Source: an optimization exercise on an open RTL-to-GDS flow (aim: small area and a short achievable clock period). Production flows keep margins and buffers that such runs may drop.
Function was checked by simulation only, so behaviour that the tests miss may differ from the original.
No activity file was given, so power comes from the tool's default toggle rates.

==> module top, before the edit <==
module top(
    output [15:0] led,
    input  [15:0] sw,
    output [6:0]  seg,
    input  btnC, btnU, btnL, btnR, btnD,
    output [3:0]  an,
    input  clk,
    input  rst
    );
    wire [7:0] a = sw[15:8];
    wire [7:0] b = sw[7:0];
    function [8:0] ripple(input [7:0] x, input [7:0] y, input ci);
        reg c;
        integer i;
        begin
            c = ci;
            for (i = 0; i < 8; i = i + 1) begin
                ripple[i] = x[i] ^ y[i] ^ c;
                c = (x[i] & y[i]) | (x[i] & c) | (y[i] & c);
            end
            ripple[8] = c;
        end
    endfunction
    function [15:0] mul8(input [7:0] x, input [7:0] y);
        reg [7:0] sm, cy, ns, nc, pp;
        reg       t;
        integer r, c;
        begin
            sm = x & {8{y[0]}};
            cy = 8'd0;
            mul8 = 16'd0;
            mul8[0] = sm[0];
            for (r = 1; r < 8; r = r + 1) begin
                pp = x & {8{y[r]}};
                for (c = 0; c < 8; c = c + 1) begin
                    t = (c < 7) ? sm[(c + 1) % 8] : 1'b0;
                    ns[c] = pp[c] ^ t ^ cy[c];
                    nc[c] = (pp[c] & t) | (pp[c] & cy[c]) | (t & cy[c]);
                end
                sm = ns;
                cy = nc;
                mul8[r] = sm[0];
            end
            mul8[15:8] = {1'b0, sm[7:1]} + cy;
        end
    endfunction
    function [12:0] divrows(input [7:0] r0, input [7:0] x, input [7:0] y,
                            input integer hi, input integer lo);
        reg [8:0] rem, p, dif;
        integer j;
        begin
            rem = {1'b0, r0};
            divrows = 13'd0;
            for (j = hi; j >= lo; j = j - 1) begin
                p = {rem[7:0], x[j]};
                dif = p - {1'b0, y};
                divrows[j] = ~dif[8];
                if (~dif[8]) rem = dif & ((9'd1 << (8 - j)) - 9'd1);
                else         rem = p   & ((9'd1 << (8 - j)) - 9'd1);
            end
            divrows[12:8] = rem[4:0];
        end
    endfunction
    localparam IDLE = 2'd0, SUM = 2'd1, PROD = 2'd2, DONE = 2'd3;
    reg [1:0]  state;
    reg [15:0] led_r;
    reg        divmode;    
    reg [4:0]  rem_r;      
    wire       sub  = ~btnU;
    wire [8:0] asum = ripple(a, b ^ {8{sub}}, sub);
    wire [15:0] addsub = sub ? {{8{~asum[8]}}, asum[7:0]} : {7'd0, asum};
    wire [15:0] mulr = mul8(a, b);
    wire [12:0] dh = divrows(8'd0, a, b, 7, 3);
    wire bz = ~|b;
    wire in_idle = ~state[1] & ~state[0];
    wire in_sum  = ~state[1] &  state[0];
    wire in_prod =  state[1] & ~state[0];
    wire op_as  = in_idle & (btnU | btnR);
    wire op_mul = in_idle & ~btnU & ~btnR & btnD;
    wire op_div = in_idle & ~btnU & ~btnR & ~btnD & btnL;
    wire op_shl = in_sum & ~btnC & btnL;
    wire op_shr = in_sum & ~btnC & ~btnL & btnR;
    wire op_or  = in_sum & ~btnC & ~btnL & ~btnR & btnD;
    wire op_and = in_prod & ~btnC & btnU;
    wire op_clr = btnC & ~op_as & ~op_mul & ~op_div;
    wire ld = op_as | op_mul | op_div | op_shl | op_shr | op_or | op_and | op_clr;
    wire [15:0] led_n =
        ({16{op_as}}  & addsub) |
        ({16{op_mul}} & mulr) |
        ({16{op_div & ~bz}} & {b, dh[7:3], a[2:0]}) |
        ({16{op_shl}} & {led_r[14:0], 1'b0}) |
        ({16{op_shr}} & {1'b0, led_r[15:1]}) |
        ({16{op_or}}  & {8'd0, a | b}) |
        ({16{op_and}} & {8'd0, a & b});
    wire [1:0] state_n =
        op_clr ? IDLE :
        op_as  ? (btnU ? SUM : DONE) :
        op_mul ? PROD :
        (op_div | op_shl | op_shr | op_or | op_and) ? DONE : state;
    always @(posedge clk) begin
        if (rst) begin
            state <= IDLE;
            led_r <= 16'd0;
            divmode <= 1'b0;
        end else begin
            state <= state_n;
            if (ld) led_r <= led_n;
            if (ld) divmode <= op_div & ~bz;
        end
        if (op_div) rem_r <= dh[12:8];
    end
    wire [12:0] dl = divrows({3'd0, rem_r}, led_r[7:0], led_r[15:8], 2, 0);
    wire [15:0] ledv = divmode ? {8'd0, led_r[7:3], dl[2:0]} : led_r;
    assign led = ledv;
    reg [14:0] lfsr;
    reg [1:0]  dsel;
    wire wrap = &(lfsr ^ ~15'h6F73);
    always @(posedge clk) begin
        if (rst | wrap) lfsr <= 15'd0;
        else            lfsr <= {lfsr[13:0], ~(lfsr[14] ^ lfsr[13])};
        if (rst)        dsel <= 2'd0;
        else if (wrap)  dsel <= {dsel[0], ~dsel[1]};
    end
    wire s00 = ~dsel[1] & ~dsel[0];
    wire s01 = ~dsel[1] &  dsel[0];
    wire s10 =  dsel[1] &  dsel[0];
    wire s11 =  dsel[1] & ~dsel[0];
    wire [3:0] v = ({4{s00}} & ledv[3:0]) | ({4{s01}} & ledv[11:8]) |
                   ({4{s10}} & ledv[7:4]) | ({4{s11}} & ledv[15:12]);
    assign an = ~{s00, s01, s10, s11};
    localparam [15:0] M0 = 16'hB7EB, M1 = 16'hF9E4, M2 = 16'hDFF4, M3 = 16'hB6DE,
                      M4 = 16'hA2BF, M5 = 16'h8EFB, M6 = 16'h3EF7;
    wire [3:0] nv = ~v;
    wire [15:0] o;
    genvar k;
    generate for (k = 0; k < 16; k = k + 1) begin : dec
        assign o[k] = (k[3] ? nv[3] : v[3]) & (k[2] ? nv[2] : v[2]) &
                      (k[1] ? nv[1] : v[1]) & (k[0] ? nv[0] : v[0]);
    end endgenerate
    assign seg = ~{|(M6 & o), |(M5 & o), |(M4 & o), |(M3 & o),
                   |(M2 & o), |(M1 & o), |(M0 & o)};
endmodule
==> flow/config.mk <==
export PLATFORM = sky130hd
export DESIGN_NAME = top
export DESIGN_NICKNAME = top
export VERILOG_FILES = /design/flow/design.v
export SDC_FILE = /design/flow/constraint.sdc
export NUM_CORES = 4
export LEC_CHECK = 0
export CAP_MARGIN = 20
export CORE_MARGIN = 2
export CORE_UTILIZATION = 40
export SLEW_MARGIN = 20
==> flow/constraint.sdc <==
create_clock -name core_clock -period 32.0 [get_ports {clk}]
set_input_delay 6.4000 -clock core_clock [delete_from_list [all_inputs] [get_ports {clk}]]
set_output_delay 6.4000 -clock core_clock [all_outputs]
set_load 0.01 [all_outputs]
standard.sh (not shown) runs the stock make flow with config.mk's settings and CLKGATE_MAP_FILE= SYNTH_SCRIPT=/design/flow/synth_recipe.tcl, a recipe that flattens the netlist after the stock synthesis.
==> flow/flow/run.sh <==
#!/bin/bash
# The standard layout (standard synthesis included), with two changes to
# how it is made; the clock period and constraints are the design's own:
#  - the port buffers are sky130_fd_sc_hd__buf_1 instead of the delay buffer
#    buffer_ports picks by default (every port still gets its own buffer);
#  - the timing repair is asked to leave extra setup slack, so it sizes and
#    buffers the critical paths instead of stopping at the 32 ns target.
set -euo pipefail
bash standard.sh "BUFFER_PORTS_ARGS=-buffer_cell sky130_fd_sc_hd__buf_1" \
    SETUP_SLACK_MARGIN=19 finish > standard_flow.log 2>&1
Edit:
--- a/flow/design.v
+++ b/flow/design.v
@@ -322,16 +322,16 @@
     reg [4:0]  rem_r;      
     wire       sub  = ~btnU;
     wire [8:0] asum = ripple(a, b ^ {8{sub}}, sub);
     wire [15:0] addsub = sub ? {{8{~asum[8]}}, asum[7:0]} : {7'd0, asum};
     wire [15:0] mulr = mul8(a, b);
     wire [12:0] dh = divrows(8'd0, a, b, 7, 3);
-    wire bz = ~|b;
-    wire in_idle = ~state[1] & ~state[0];
-    wire in_sum  = ~state[1] &  state[0];
-    wire in_prod =  state[1] & ~state[0];
+    wire bz = (b == 8'd0);
+    wire in_idle = (state == IDLE);
+    wire in_sum  = (state == SUM);
+    wire in_prod = (state == PROD);
     wire op_as  = in_idle & (btnU | btnR);
     wire op_mul = in_idle & ~btnU & ~btnR & btnD;
     wire op_div = in_idle & ~btnU & ~btnR & ~btnD & btnL;
     wire op_shl = in_sum & ~btnC & btnL;
     wire op_shr = in_sum & ~btnC & ~btnL & btnR;
     wire op_or  = in_sum & ~btnC & ~btnL & ~btnR & btnD;
@@ -364,33 +364,25 @@
         if (op_div) rem_r <= dh[12:8];
     end
     wire [12:0] dl = divrows({3'd0, rem_r}, led_r[7:0], led_r[15:8], 2, 0);
     wire [15:0] ledv = divmode ? {8'd0, led_r[7:3], dl[2:0]} : led_r;
     assign led = ledv;
     reg [14:0] lfsr;
-    reg [1:0]  dsel;
-    wire wrap = &(lfsr ^ ~15'h6F73);
+    reg [1:0]  dsel;    
+    wire wrap = (lfsr == 15'h6F73);
     always @(posedge clk) begin
         if (rst | wrap) lfsr <= 15'd0;
         else            lfsr <= {lfsr[13:0], ~(lfsr[14] ^ lfsr[13])};
         if (rst)        dsel <= 2'd0;
-        else if (wrap)  dsel <= {dsel[0], ~dsel[1]};
+        else if (wrap)  dsel <= dsel + 2'd1;
     end
-    wire s00 = ~dsel[1] & ~dsel[0];
-    wire s01 = ~dsel[1] &  dsel[0];
-    wire s10 =  dsel[1] &  dsel[0];
-    wire s11 =  dsel[1] & ~dsel[0];
-    wire [3:0] v = ({4{s00}} & ledv[3:0]) | ({4{s01}} & ledv[11:8]) |
-                   ({4{s10}} & ledv[7:4]) | ({4{s11}} & ledv[15:12]);
-    assign an = ~{s00, s01, s10, s11};
+    wire [3:0] v = (dsel == 2'b00) ? ledv[3:0] :
+                   (dsel == 2'b01) ? ledv[11:8] :
+                   (dsel == 2'b10) ? ledv[7:4] : ledv[15:12];
+    assign an = (dsel == 2'b00) ? 4'b0111 :
+                (dsel == 2'b01) ? 4'b1011 :
+                (dsel == 2'b10) ? 4'b1101 : 4'b1110;
     localparam [15:0] M0 = 16'hB7EB, M1 = 16'hF9E4, M2 = 16'hDFF4, M3 = 16'hB6DE,
                       M4 = 16'hA2BF, M5 = 16'h8EFB, M6 = 16'h3EF7;
-    wire [3:0] nv = ~v;
-    wire [15:0] o;
-    genvar k;
-    generate for (k = 0; k < 16; k = k + 1) begin : dec
-        assign o[k] = (k[3] ? nv[3] : v[3]) & (k[2] ? nv[2] : v[2]) &
-                      (k[1] ? nv[1] : v[1]) & (k[0] ? nv[0] : v[0]);
-    end endgenerate
-    assign seg = ~{|(M6 & o), |(M5 & o), |(M4 & o), |(M3 & o),
-                   |(M2 & o), |(M1 & o), |(M0 & o)};
+    wire [3:0] vi = 4'd15 - v;
+    assign seg = ~{M6[vi], M5[vi], M4[vi], M3[vi], M2[vi], M1[vi], M0[vi]};
 endmodule
After rerunning:
- total power drops by about a fifth
- utilization drops by 0.24 points
- worst setup slack degrades by 0.038 ns
- routed wire length drops by a few percent
- global-route usage drops by 0.89 points
- sequential share of layout area climbs by 0.13 points
- flip-flop and latch count stays the same

-- afterwards: timing with drivers on the ports --
In the flow no input, the clock included, has a driving cell. The finished layouts below were timed again as built, in two steps. Step 1, drivers: a clkbuf_16 drives clk and a buf_2 each remaining input, both assumed. Step 2 moves the port delays by t, midway between the first and last clock arrival at a register: inputs arrive t later, outputs are due t later. That takes back most of the time a late clock gives input paths. Three values: ideal ports, drivers, drivers and shift; two values: the first two.
run	t (ns)	slack for setup (ns)	worst setup path at the end	worst data-port slew with drivers (ns)
the first run	0.313	19.462 / 19.465 / 19.152	input to register	0.04
the second run	0.307	19.424 / 19.393 / 19.136	input to register	0.05
After both steps setup and hold are still met in every run listed. The setup slack of the first run, which loses most, moves by +0.003 ns with the drivers and by -0.310 ns with both steps.
